Background: an optimization exercise with open tools, aiming at small area and a short achievable clock period. Do not read the settings as production practice.
No functional check of the RTL was part of any run shown here.
Power figures rest on the tool's default switching activity, not on a simulated workload.

## flow/design.v (module list and top-level ports; edited modules follow where they fit)
// module Adder32Bit: 5 lines
// module SignExtender: 8 lines
// module fullAdder: 6 lines
// module halfAdder: 6 lines
// module boothSel: 5 lines
// module boothSel0: 5 lines
// module alu_stage: 692 lines
module alu_stage(clk, a, b, imm, alu_src, alu_ctl, result, zero);
  // ...
==> flow/flow/run.sh <==
#!/bin/bash
# Layout flow: the standard flow (the standard.sh), except that
#  - the arithmetic primitive modules (full/half adders, Booth selectors) are
#    synthesized as the library cells given in flow/cells.v (the rest of the
#    design goes through the standard synthesis unchanged), each module kept
#    whole until the final flatten;
#  - ports are buffered with buf_4 cells;
#  - flip-flops driving many pins are upsized before the placement repair.
set -euo pipefail
python3 flow/map.py design.v flow/cells.v design_mapped.v > map.log 2>&1
bash standard.sh VERILOG_FILES="$PWD/design_mapped.v" \
  BUFFER_PORTS_ARGS="-buffer_cell sky130_fd_sc_hd__buf_4" \
  PRE_RESIZE_TCL="$PWD/flow/pre_resize.tcl" finish > standard.log 2>&1
==> flow/flow/cells.v <==
// Cell-level bodies for the design's arithmetic primitive modules. map.py puts
// these in place of the RTL bodies of the modules of the same names.
module fullAdder(cin, x, y, cout, s);
	input cin, x, y;
	output cout, s;
	sky130_fd_sc_hd__fa_1 c(.A(x), .B(y), .CIN(cin), .COUT(cout), .SUM(s));
endmodule
module halfAdder(x, y, cout, s);
	input x, y;
	output cout, s;
	sky130_fd_sc_hd__ha_1 c(.A(x), .B(y), .COUT(cout), .SUM(s));
endmodule
module boothSel(onen, twon, inv, an1, an0, pp);
	input onen, twon, inv, an1, an0;
	output pp;
	wire n;
	sky130_fd_sc_hd__o22ai_1 c0(.A1(onen), .A2(an1), .B1(twon), .B2(an0), .Y(n));
	sky130_fd_sc_hd__xor2_1 c1(.A(n), .B(inv), .X(pp));
endmodule
module boothSel0(onen, inv, an1, pp);
	input onen, inv, an1;
	output pp;
	wire n;
	sky130_fd_sc_hd__nor2_1 c0(.A(onen), .B(an1), .Y(n));
	sky130_fd_sc_hd__xor2_1 c1(.A(n), .B(inv), .X(pp));
endmodule
==> flow/flow/map.py <==
#!/usr/bin/env python3
"""map.py DESIGN CELLS OUT: copy DESIGN to OUT with the body of every module
that CELLS also defines replaced by CELLS's cell-level body."""
import re, sys
design, cells, out = sys.argv[1:4]
mod = re.compile(r'^\s*module\s+(\w+).*?^\s*endmodule\b', re.S | re.M)
repl = {m.group(1): m.group(0) for m in mod.finditer(open(cells).read())}
done = set()
def sub(m):
    name = m.group(1)
    if name in repl:
        done.add(name)
        return repl[name]
    return m.group(0)
text = mod.sub(sub, open(design).read())
missing = set(repl) - done
if missing:
    sys.exit(f"map.py: modules not found in {design}: {sorted(missing)}")
open(out, 'w').write(text)
==> flow/flow/pre_resize.tcl <==
# Before the placement repair: flip-flops whose output drives many pins get
# the library's strongest version of their own cell type.
set n 0
foreach inst [get_cells *] {
  set ref [get_property $inst ref_name]
  if {$ref ne "sky130_fd_sc_hd__dfxtp_1"} { continue }
  set q [get_pins -of_objects $inst -filter "direction == output"]
  set net [get_nets -of_objects $q]
  set fo [llength [get_pins -of_objects $net -filter "direction == input"]]
  if {$fo >= 8} {
    replace_cell $inst sky130_fd_sc_hd__dfxtp_4
    incr n
  }
}
puts "pre_resize: $n flip-flops upsized"
==> flow/standard.sh <==
#!/bin/bash
# synth_recipe.tcl (not shown) runs the flow's synth.tcl, then flattens the netlist and writes it again
# the make line also repeats each setting of config.mk as NAME=value (left out here)
make -C /OpenROAD-flow-scripts/flow DESIGN_CONFIG=/design/flow/config.mk WORK_HOME=/design/flow/orfs CLKGATE_MAP_FILE= SYNTH_SCRIPT=/design/flow/synth_recipe.tcl "${@:-finish}"
==> flow/config.mk <==
export PLATFORM = sky130hd
export DESIGN_NAME = alu_stage
export DESIGN_NICKNAME = alu_stage
export VERILOG_FILES = /design/flow/design.v
export SDC_FILE = /design/flow/constraint.sdc
export NUM_CORES = 4
export LEC_CHECK = 0
export ABC_AREA = 1
export CAP_MARGIN = 20
export CORE_MARGIN = 2
export CORE_UTILIZATION = 40
export SLEW_MARGIN = 70
export SYNTH_HIERARCHICAL = 1
export SYNTH_MINIMUM_KEEP_SIZE = 0
==> flow/constraint.sdc <==
create_clock -name core_clock -period 15.0 [get_ports {clk}]
set_input_delay 3.0000 -clock core_clock [delete_from_list [all_inputs] [get_ports {clk}]]
set_output_delay 3.0000 -clock core_clock [all_outputs]
set_load 0.01 [all_outputs]
==> summary.txt, run 1 <==
Logic synthesis
  – Synth Instances: approximately 1800
  – Synth top area share: 0.297
  – Post-synthesis sequential element count: between 150 and 200

Worst hold path
  – Hold path cells: 2

Outcome
  – Outcome: no timing/DRC/antenna violations

Power and ir drop
  – Design Power: between 2000 and 3000 uW
  – Clk pwr share: 0.157
  – Net Sw Frac: 0.467
  – Power in combinational cells: around 1800 uW
  – Seq pwr share: 0.206

Worst setup path
  – Reg2Reg Depth: 15
  – Crit path capture: result[31]
  – Crit path depth: 13

GRT
  – Pin count of the biggest net entering global routing: 38
  – Met1 Track Usage GR: 0.357
  – Met2 Track Usage GR: 0.387

Cells and area
  – FF/Latch Area: roughly 3200 um2
  – Non-clock buffers, area share: 0.0634
  – Final std cells w/o fill: around 2500
  – Fraction of layout cells with a size suffix above 1: 0.125

Timing
  – Tcrit/Tclk final: 0.384

Clock network
  – H-tree Lvls: 4
  – Clk root buf: clkbuf_16
  – CTS sink cnt: approximately 160

Drt
  – Post-Route WL: between 50000 and 60000 um
  – Avg WL per Cell: about 21 um
  – DR vias: between 10000 and 15000

Place
  – Placed Cells: around 2400

Floorplanning
  – Initial Util: 0.407
==> run 2, diff against run 1 <==
--- a/flow/design.v
+++ b/flow/design.v
@@ -28,16 +28,36 @@
 	output pp;
 	assign pp = ~((onen | an1) & (twon | an0)) ^ inv;
 endmodule
 module boothSel0(onen, inv, an1, pp);
 	input onen, inv, an1;
 	output pp;
 	assign pp = ~(onen | an1) ^ inv;
 endmodule
+module gpCell(gh, ph, gl, g);
+	input gh, ph, gl;
+	output g;
+	assign g = gh | (ph & gl);
+endmodule
+module andCell(x, y, z);
+	input x, y;
+	output z;
+	assign z = x & y;
+endmodule
+module xorCell(x, y, z);
+	input x, y;
+	output z;
+	assign z = x ^ y;
+endmodule
+module xnorCell(x, y, z);
+	input x, y;
+	output z;
+	assign z = ~(x ^ y);
+endmodule
 module alu_stage(clk, a, b, imm, alu_src, alu_ctl, result, zero);
 	input clk;
 	input [31:0] a, b;
 	input [9:0] imm;
 	input alu_src;
 	input [2:0] alu_ctl;
 	output [31:0] result;
 	output zero;
@@ -697,31 +717,72 @@
 	reg [9:0] p_q;
 	reg [8:0] g_q;
 	always@(posedge clk) begin
 		lo_q <= lo[21:0];
 		c_q <= lo[22];
 		p_q <= hp;
 		g_q <= hg[8:0];
 	end
-	wire hg0_0 = g_q[0] | (p_q[0] & c_q);
-	wire hg1_1 = g_q[1] | (p_q[1] & hg0_0);
-	wire hg1_3 = g_q[3] | (p_q[3] & g_q[2]);
-	wire hp1_3 = p_q[3] & p_q[2];
-	wire hg1_5 = g_q[5] | (p_q[5] & g_q[4]);
-	wire hp1_5 = p_q[5] & p_q[4];
-	wire hg1_7 = g_q[7] | (p_q[7] & g_q[6]);
-	wire hp1_7 = p_q[7] & p_q[6];
-	wire hg2_2 = g_q[2] | (p_q[2] & hg1_1);
-	wire hg2_3 = hg1_3 | (hp1_3 & hg1_1);
-	wire hg2_6 = g_q[6] | (p_q[6] & hg1_5);
-	wire hp2_6 = p_q[6] & hp1_5;
-	wire hg2_7 = hg1_7 | (hp1_7 & hg1_5);
-	wire hp2_7 = hp1_7 & hp1_5;
-	wire hg3_4 = g_q[4] | (p_q[4] & hg2_3);
-	wire hg3_5 = hg1_5 | (hp1_5 & hg2_3);
-	wire hg3_6 = hg2_6 | (hp2_6 & hg2_3);
-	wire hg3_7 = hg2_7 | (hp2_7 & hg2_3);
-	wire hg4_8 = g_q[8] | (p_q[8] & hg3_7);
+	wire hg0_0;
+	gpCell gp0_0(g_q[0], p_q[0], c_q, hg0_0);
+	wire hg1_1;
+	gpCell gp1_1(g_q[1], p_q[1], hg0_0, hg1_1);
+	wire hg1_3;
+	gpCell gp1_3(g_q[3], p_q[3], g_q[2], hg1_3);
+	wire hp1_3;
+	andCell pa1_3(p_q[3], p_q[2], hp1_3);
+	wire hg1_5;
+	gpCell gp1_5(g_q[5], p_q[5], g_q[4], hg1_5);
+	wire hp1_5;
+	andCell pa1_5(p_q[5], p_q[4], hp1_5);
+	wire hg1_7;
+	gpCell gp1_7(g_q[7], p_q[7], g_q[6], hg1_7);
+	wire hp1_7;
+	andCell pa1_7(p_q[7], p_q[6], hp1_7);
+	wire hg2_2;
+	gpCell gp2_2(g_q[2], p_q[2], hg1_1, hg2_2);
+	wire hg2_3;
+	gpCell gp2_3(hg1_3, hp1_3, hg1_1, hg2_3);
+	wire hg2_6;
+	gpCell gp2_6(g_q[6], p_q[6], hg1_5, hg2_6);
+	wire hp2_6;
+	andCell pa2_6(p_q[6], hp1_5, hp2_6);
+	wire hg2_7;
+	gpCell gp2_7(hg1_7, hp1_7, hg1_5, hg2_7);
+	wire hp2_7;
+	andCell pa2_7(hp1_7, hp1_5, hp2_7);
+	wire hg3_4;
+	gpCell gp3_4(g_q[4], p_q[4], hg2_3, hg3_4);
+	wire hg3_5;
+	gpCell gp3_5(hg1_5, hp1_5, hg2_3, hg3_5);
+	wire hg3_6;
+	gpCell gp3_6(hg2_6, hp2_6, hg2_3, hg3_6);
+	wire hg3_7;
+	gpCell gp3_7(hg2_7, hp2_7, hg2_3, hg3_7);
+	wire hg4_8;
+	gpCell gp4_8(g_q[8], p_q[8], hg3_7, hg4_8);
 	wire [9:0] hcy = {hg4_8, hg3_7, hg3_6, hg3_5, hg3_4, hg2_3, hg2_2, hg1_1, hg0_0, c_q};
-	assign result = {p_q ^ hcy, lo_q};
-	assign zero = (lo_q == 22'b0) & (p_q == {g_q | p_q[8:0], c_q});
+	wire [9:0] hi, heq;
+	wire [9:0] he = {g_q | p_q[8:0], c_q};
+	xorCell hs0(p_q[0], hcy[0], hi[0]);
+	xorCell hs1(p_q[1], hcy[1], hi[1]);
+	xorCell hs2(p_q[2], hcy[2], hi[2]);
+	xorCell hs3(p_q[3], hcy[3], hi[3]);
+	xorCell hs4(p_q[4], hcy[4], hi[4]);
+	xorCell hs5(p_q[5], hcy[5], hi[5]);
+	xorCell hs6(p_q[6], hcy[6], hi[6]);
+	xorCell hs7(p_q[7], hcy[7], hi[7]);
+	xorCell hs8(p_q[8], hcy[8], hi[8]);
+	xorCell hs9(p_q[9], hcy[9], hi[9]);
+	xnorCell hz0(p_q[0], he[0], heq[0]);
+	xnorCell hz1(p_q[1], he[1], heq[1]);
+	xnorCell hz2(p_q[2], he[2], heq[2]);
+	xnorCell hz3(p_q[3], he[3], heq[3]);
+	xnorCell hz4(p_q[4], he[4], heq[4]);
+	xnorCell hz5(p_q[5], he[5], heq[5]);
+	xnorCell hz6(p_q[6], he[6], heq[6]);
+	xnorCell hz7(p_q[7], he[7], heq[7]);
+	xnorCell hz8(p_q[8], he[8], heq[8]);
+	xnorCell hz9(p_q[9], he[9], heq[9]);
+	assign result = {hi, lo_q};
+	assign zero = (lo_q == 22'b0) & (&heq);
 endmodule
--- a/flow/flow/cells.v
+++ b/flow/flow/cells.v
@@ -19,8 +19,28 @@
 endmodule
 module boothSel0(onen, inv, an1, pp);
 	input onen, inv, an1;
 	output pp;
 	wire n;
 	sky130_fd_sc_hd__nor2_1 c0(.A(onen), .B(an1), .Y(n));
 	sky130_fd_sc_hd__xor2_1 c1(.A(n), .B(inv), .X(pp));
 endmodule
+module gpCell(gh, ph, gl, g);
+	input gh, ph, gl;
+	output g;
+	sky130_fd_sc_hd__a21o_1 c(.A1(ph), .A2(gl), .B1(gh), .X(g));
+endmodule
+module andCell(x, y, z);
+	input x, y;
+	output z;
+	sky130_fd_sc_hd__and2_1 c(.A(x), .B(y), .X(z));
+endmodule
+module xorCell(x, y, z);
+	input x, y;
+	output z;
+	sky130_fd_sc_hd__xor2_1 c(.A(x), .B(y), .X(z));
+endmodule
+module xnorCell(x, y, z);
+	input x, y;
+	output z;
+	sky130_fd_sc_hd__xnor2_1 c(.A(x), .B(y), .Y(z));
+endmodule
==> run 2 against run 1 <==
Effect of this change: register-to-register slack lost 0.05 ns; combinational power is essentially flat; final area grew 0.11%; sequential share of layout area shrank 0.072 points; synthesized cell count shrank 0.28%; via count grew 0.11%; final cell count shrank 0.41%; still clean on timing, DRC and antenna; largest cell class unchanged; die area grew 0.28%; critical path depth shrank 6; highest routed layer unchanged; area after synthesis grew 0.28%; wire length grew 2.8%.
==> summary.txt, run 2 <==
Worst hold path
  – Hold Path Origin: cr_q[0]$_DFF_P_ (unchanged)
  – Hold path cells: 2 (unchanged)
  – Worst hold endpoint: lo_q[0]$_DFF_P_ (unchanged)
  – Hold Crit Class: register to register (unchanged)

Cells and area
  – FF/Latch Area: 3230 um2 (was 3240 um2)
  – Top flop regs: an_q (32), cr_q (32), lo_q (22) (unchanged)
  – Final std cells w/o fill: 2451 (was 2461)
  – Diode count: 0 (unchanged)
  – Most common cell after layout, fill and taps aside: xor2_1 (unchanged)
  – Nets: 2297 (was 2312)
  – Area occupied by multi-input gates: 12600 um2 (about the same)
  – Layout fillers: 3873 (was 3778)
  – Area Overhead vs Synth: 15.1% (was 15.3%)
  – Most frequent cells in the layout: 291 x xor2_1, 256 x o22ai_1, 241 x fa_1 (was 289 x xor2_1, 256 x o22ai_1, 241 x fa_1)
  – Fraction of layout cells with a size suffix above 1: 0.124 (was 0.125)

Place
  – Placed Cells: 2419 (was 2428)
  – Setup WS pre-CTS: 10.18 ns (was 9.70 ns)
  – Dpl hpwl: 38500 um (about the same)
  – Placer Congestion: 0.881 (was 0.867)
  – PortBufs: 111 (unchanged)

Clock network
  – CTS Buffer Depth: 2 (unchanged)
  – Worst-Skew Late Latency: 0.44 ns (was 0.45 ns)
  – Hold-fix buffers, CTS: 0 (unchanged)
  – Post-CTS Setup Inserts: 0 (unchanged)
  – H-tree Lvls: 4 (unchanged)
  – Clk root buf: clkbuf_16 (unchanged)
  – Post_cts resized: 0 (unchanged)
  – TritonCTS clock tree: yes (unchanged)
  – Worst-path clk slew: 0.08 ns (was 0.07 ns)
  – CTS Buf Count: 17 (unchanged)
  – CTS sink cnt: 155 (unchanged)

Power and ir drop
  – Clk pwr share: 0.159 (was 0.157)
  – Power density over the cells: 149 nW/um2 (was 151 nW/um2)
  – Worst IR Drop VDD: 0.0829 mV (was 0.0810 mV)
  – Design Power: 2800 uW (was 2820 uW)
  – Seq pwr share: 0.210 (was 0.206)
  – Int Power: 1510 uW (was 1500 uW)
  – Net Sw Frac: 0.462 (was 0.467)
  – P_leak: 0.0100 uW (about the same)
  – Combinational share of power: 0.631 (was 0.637)
  – Net switching power: 1290 uW (was 1320 uW)

Timing
  – Setup_tns: 0 ns (unchanged)
  – Final Max Tran Viols: 0 (unchanged)
  – Period minus WS final: 5.22 ns (was 5.76 ns)
  – RSZ-0062 raised after global routing: false (unchanged)
  – Tcrit/Tclk final: 0.348 (was 0.384)
  – Least-Margin Pin Slew: 0.457 ns (was 0.445 ns)
  – Max Clock Skew: 0.0173 ns (was 0.0123 ns)
  – Endpoints failing setup: 0 (unchanged)
  – Relative max-transition margin: 0.695 (was 0.703)
  – Fin. Hold Viols: 0 (unchanged)
  – Hold_ws: 0.618 ns (was 0.577 ns)
  – Max Fclk: 0.191 GHz (was 0.174 GHz)
  – Final worst slack: 9.78 ns (was 9.24 ns)

Worst setup path
  – Crit path max-delay family: compound AO/OA/AOI/OAI gates (was simple AND/OR/NAND/NOR gates)
  – Delay of the slowest critical-path stage: 0.37 ns (was 0.32 ns)
  – Arrival @ worst endpoint: 2.22 ns (was 2.76 ns)
  – Critical-path top delay cell: dfxtp_1 (unchanged)
  – Critical Path End Type: output pin (unchanged)
  – Critical Path RT: 12.00 ns (about the same)
  – Reg2Reg Launch Point: onen_q[1]$_DFF_P_ (was twon_q[0]$_DFF_P_)
  – WP buf/inv: 1 (unchanged)
  – Setup Crit Path Kind: register to output pin (unchanged)
  – Reg2Reg Depth: 15 (unchanged)
  – Maximum fanout along the worst path: 5 (was 3)
  – Worst Setup Start Kind: register (unchanged)
  – Crit-path cells: a21o_1 -> a21o_1 -> a21o_1 -> a21o_1 -> a21o_1 -> xor2_1 -> buf_4 (was ha_1 -> or2_2 -> ha_1 -> or2_2 -> nand3_1 -> nand2_1 -> nand3_1 -> nand2_1 -> a21o_1 -> ha_1 -> nor2_1 -> xnor2_1 -> buf_4)
  – CP dominant cell by count: a21o_1 (was ha_1)
  – Reg-to-Reg End: lo_q[20]$_DFF_P_ (unchanged)
  – R2r setup slk: 10.20 ns (was 10.25 ns)

Logic synthesis
  – Most frequent cell after synthesis: xor2_1 (unchanged)
  – Post-synthesis sequential element count: 155 (unchanged)
  – Synth warn: 7 (unchanged)
  – Post-synthesis sequential area ratio: 0.190 (was 0.191)
  – Commonest cells post-synth: 291 x xor2_1, 256 x o22ai_1, 241 x fa_1, 217 x nand2_1, 155 x dfxtp_1 (was 289 x xor2_1, 256 x o22ai_1, 241 x fa_1, 221 x nand2_1, 155 x dfxtp_1)
  – Largest family of logic cells by synthesized area: adder cells (unchanged)
  – Compound-cell area share of the yosys netlist: 0.160 (was 0.155)
  – Syn Area/Cell: 9.21 um2 (was 9.16 um2)
  – Synth Instances: 1771 (was 1776)
  – Syn Nets: 2155 (was 2165)
  – Fraction of registers with async set or reset after synthesis: 0 (unchanged)
  – Simple-gate share of the synthesized area: 0.105 (was 0.106)
  – Number of enable flip-flop cells after synthesis: 0 (unchanged)
  – Syn Std Cell Area: 16300 um2 (about the same)
  – Yosys cell types: 31 (was 30)
  – Xor/xnor share of the synthesized area: 0.163 (was 0.160)
  – Leading area contributor after synthesis: fa_1 (unchanged)
  – Synth top area share: 0.296 (was 0.297)
  – Top area cells in the synthesized netlist: fa_1 30%, dfxtp_1 19%, xor2_1 16%, o22ai_1 9.8%, nand2_1 5.0% (was fa_1 30%, dfxtp_1 19%, xor2_1 16%, o22ai_1 9.8%, ha_1 5.3%)
  – Post-synthesis mux area share: 0 (unchanged)
  – Synth Area in Adders: 0.345 (was 0.350)
  – Dominant synthesized flop cell: dfxtp_1 (unchanged)

Drt
  – Post-DRT Antenna Nets: 0 (unchanged)
  – DRC viols: 0 (unchanged)
  – Initial drt markers: 1354 (was 1436)
  – Avg WL per Cell: 21.9 um (was 21.2 um)
  – DR vias: 14000 (about the same)
  – Vias per inst: 5.71 (was 5.68)
  – Pre-Repair DR Iteration Count: 6 (unchanged)
  – Post-Route WL: 53600 um (was 52200 um)

GRT
  – Tot GR Track Use: 0.257 (was 0.253)
  – First-pass GRT wire length: 82600 um (was 80800 um)
  – Vias in the first global route: 14200 (was 13900)
  – Grt total ovfl: 0 (unchanged)
  – Initial antenna violation count: 0 (unchanged)
  – Pin count of the biggest net entering global routing: 38 (unchanged)

Floorplanning
  – Initial Util: 0.408 (was 0.407)
  – Die Ht: 206 um (about the same)
  – Placement Rows: 73 (unchanged)
  – Num ports: 112 (unchanged)
  – Die width: 206 um (about the same)
  – Die area: 42400 um2 (was 42300 um2)
  – Core area: 40000 um2 (was 39900 um2)

Outcome
  – Outcome: no timing/DRC/antenna violations (unchanged)

Run
  – Max-Cap Viols: 0 (unchanged)
==> run 2: worst min-delay path, cell delays in order, from the launching register on <==
cell and delay (ns):
dfxtp_1 0.32, ha_1 0.15, ha_1 0.12
==> run 2: Yosys stat by module (local to each module, per instance) <==
module / cell area, um2 / cells inside
alu_stage: 6620 / 906
andCell: 6.26 / 1
boothSel: 15.0 / 2
boothSel0: 12.5 / 2
fullAdder: 20.0 / 1
gpCell: 7.51 / 1
halfAdder: 12.5 / 1
xnorCell: 8.76 / 1
xorCell: 8.76 / 1
==> run 2: final cells by class <==
cell class	instances	share of cell area
clock inverters	12	0.00733
multi-input cells	1462	0.672
clock buffers	20	0.0238
well taps	525	0.0350
flip-flops and latches	155	0.172
repair buffers	147	0.0627
inverters	130	0.0263
==> run 2: per-layer routing <==
layer / share of wire / GRT usage / vias up
li1: - / - / 6350
met1: 0.43 / 0.358 / 6775
met2: 0.45 / 0.408 / 770
met3: 0.084 / 0.0415 / 105
met4: 0.029 / 0.0842 / 0
met5: 0 / 0 / -
==> run 2: how the worst max path moves through the flow <==
stage,start,end,cells past startpoint
after floorplan,inv_q[0]$_DFF_P_,lo_q[21]$_DFF_P_,14
final,c_q$_DFF_P_,result[31],7
after CTS,c_q$_DFF_P_,result[31],7
after global routing,p_q[5]$_DFF_P_,zero,7
after detailed placement,p_q[8]$_DFF_P_,zero,7
after global placement,onen_q[0]$_DFF_P_,lo_q[21]$_DFF_P_,16
==> run 2: kinds of logic after synthesis <==
family,after synthesis
and+or+nand+nor,407
AOI/OAI and AO/OA,447
buffers and inverters,154
adders and majority gates,305
xor gates and xnor gates,303
DFF,155
==> run 2: per-stage QoR <==
step,util,instance area (um2)
6_report,0.469,18800
5_1_grt,0.469,18800
3_5_place_dp,0.454,18200
4_1_cts,0.469,18800
3_3_place_gp,0.449,17900
2_1_floorplan,-,16300
==> run 2: power by group through the flow <==
stage / registers [uW] / clock network (uW) / logic [uW]
2_1_floorplan: 605 / 0 / 1210
3_3_place_gp: 599 / 0 / 1770
3_5_place_dp: 599 / 0 / 1780
4_1_cts: 589 / 453 / 1790
5_1_grt: 598 / 471 / 2030
6_report: 588 / 446 / 1770

separate check: timing with driven ports:
How much do the figures lean on ideal ports? The routed layouts below were timed once more, with nothing changed but the port constraints. Step 1: set_driving_cell puts a clkbuf_16 on clk and a buf_2 on each other input, an assumption about the parent block. Step 2 moves the port delays by t, midway between the first and last clock arrival at a register: inputs arrive t later, outputs are due t later. That takes back most of the time a late clock gives input paths. Three values: ideal, step 1, step 2; two values: the first two.
| run | t, ns | setup slack, ns | worst setup path after step 2 | clock arrival spread, ns |
|---|---|---|---|---|
| run 1 | 0.497 | 9.237 / 9.187 / 9.685 | register to output | 0.013 / 0.013 |
| run 2 | 0.483 | 9.776 / 9.724 / 10.197 | register to register | 0.017 / 0.017 |
After both steps setup and hold are still met in every run listed.
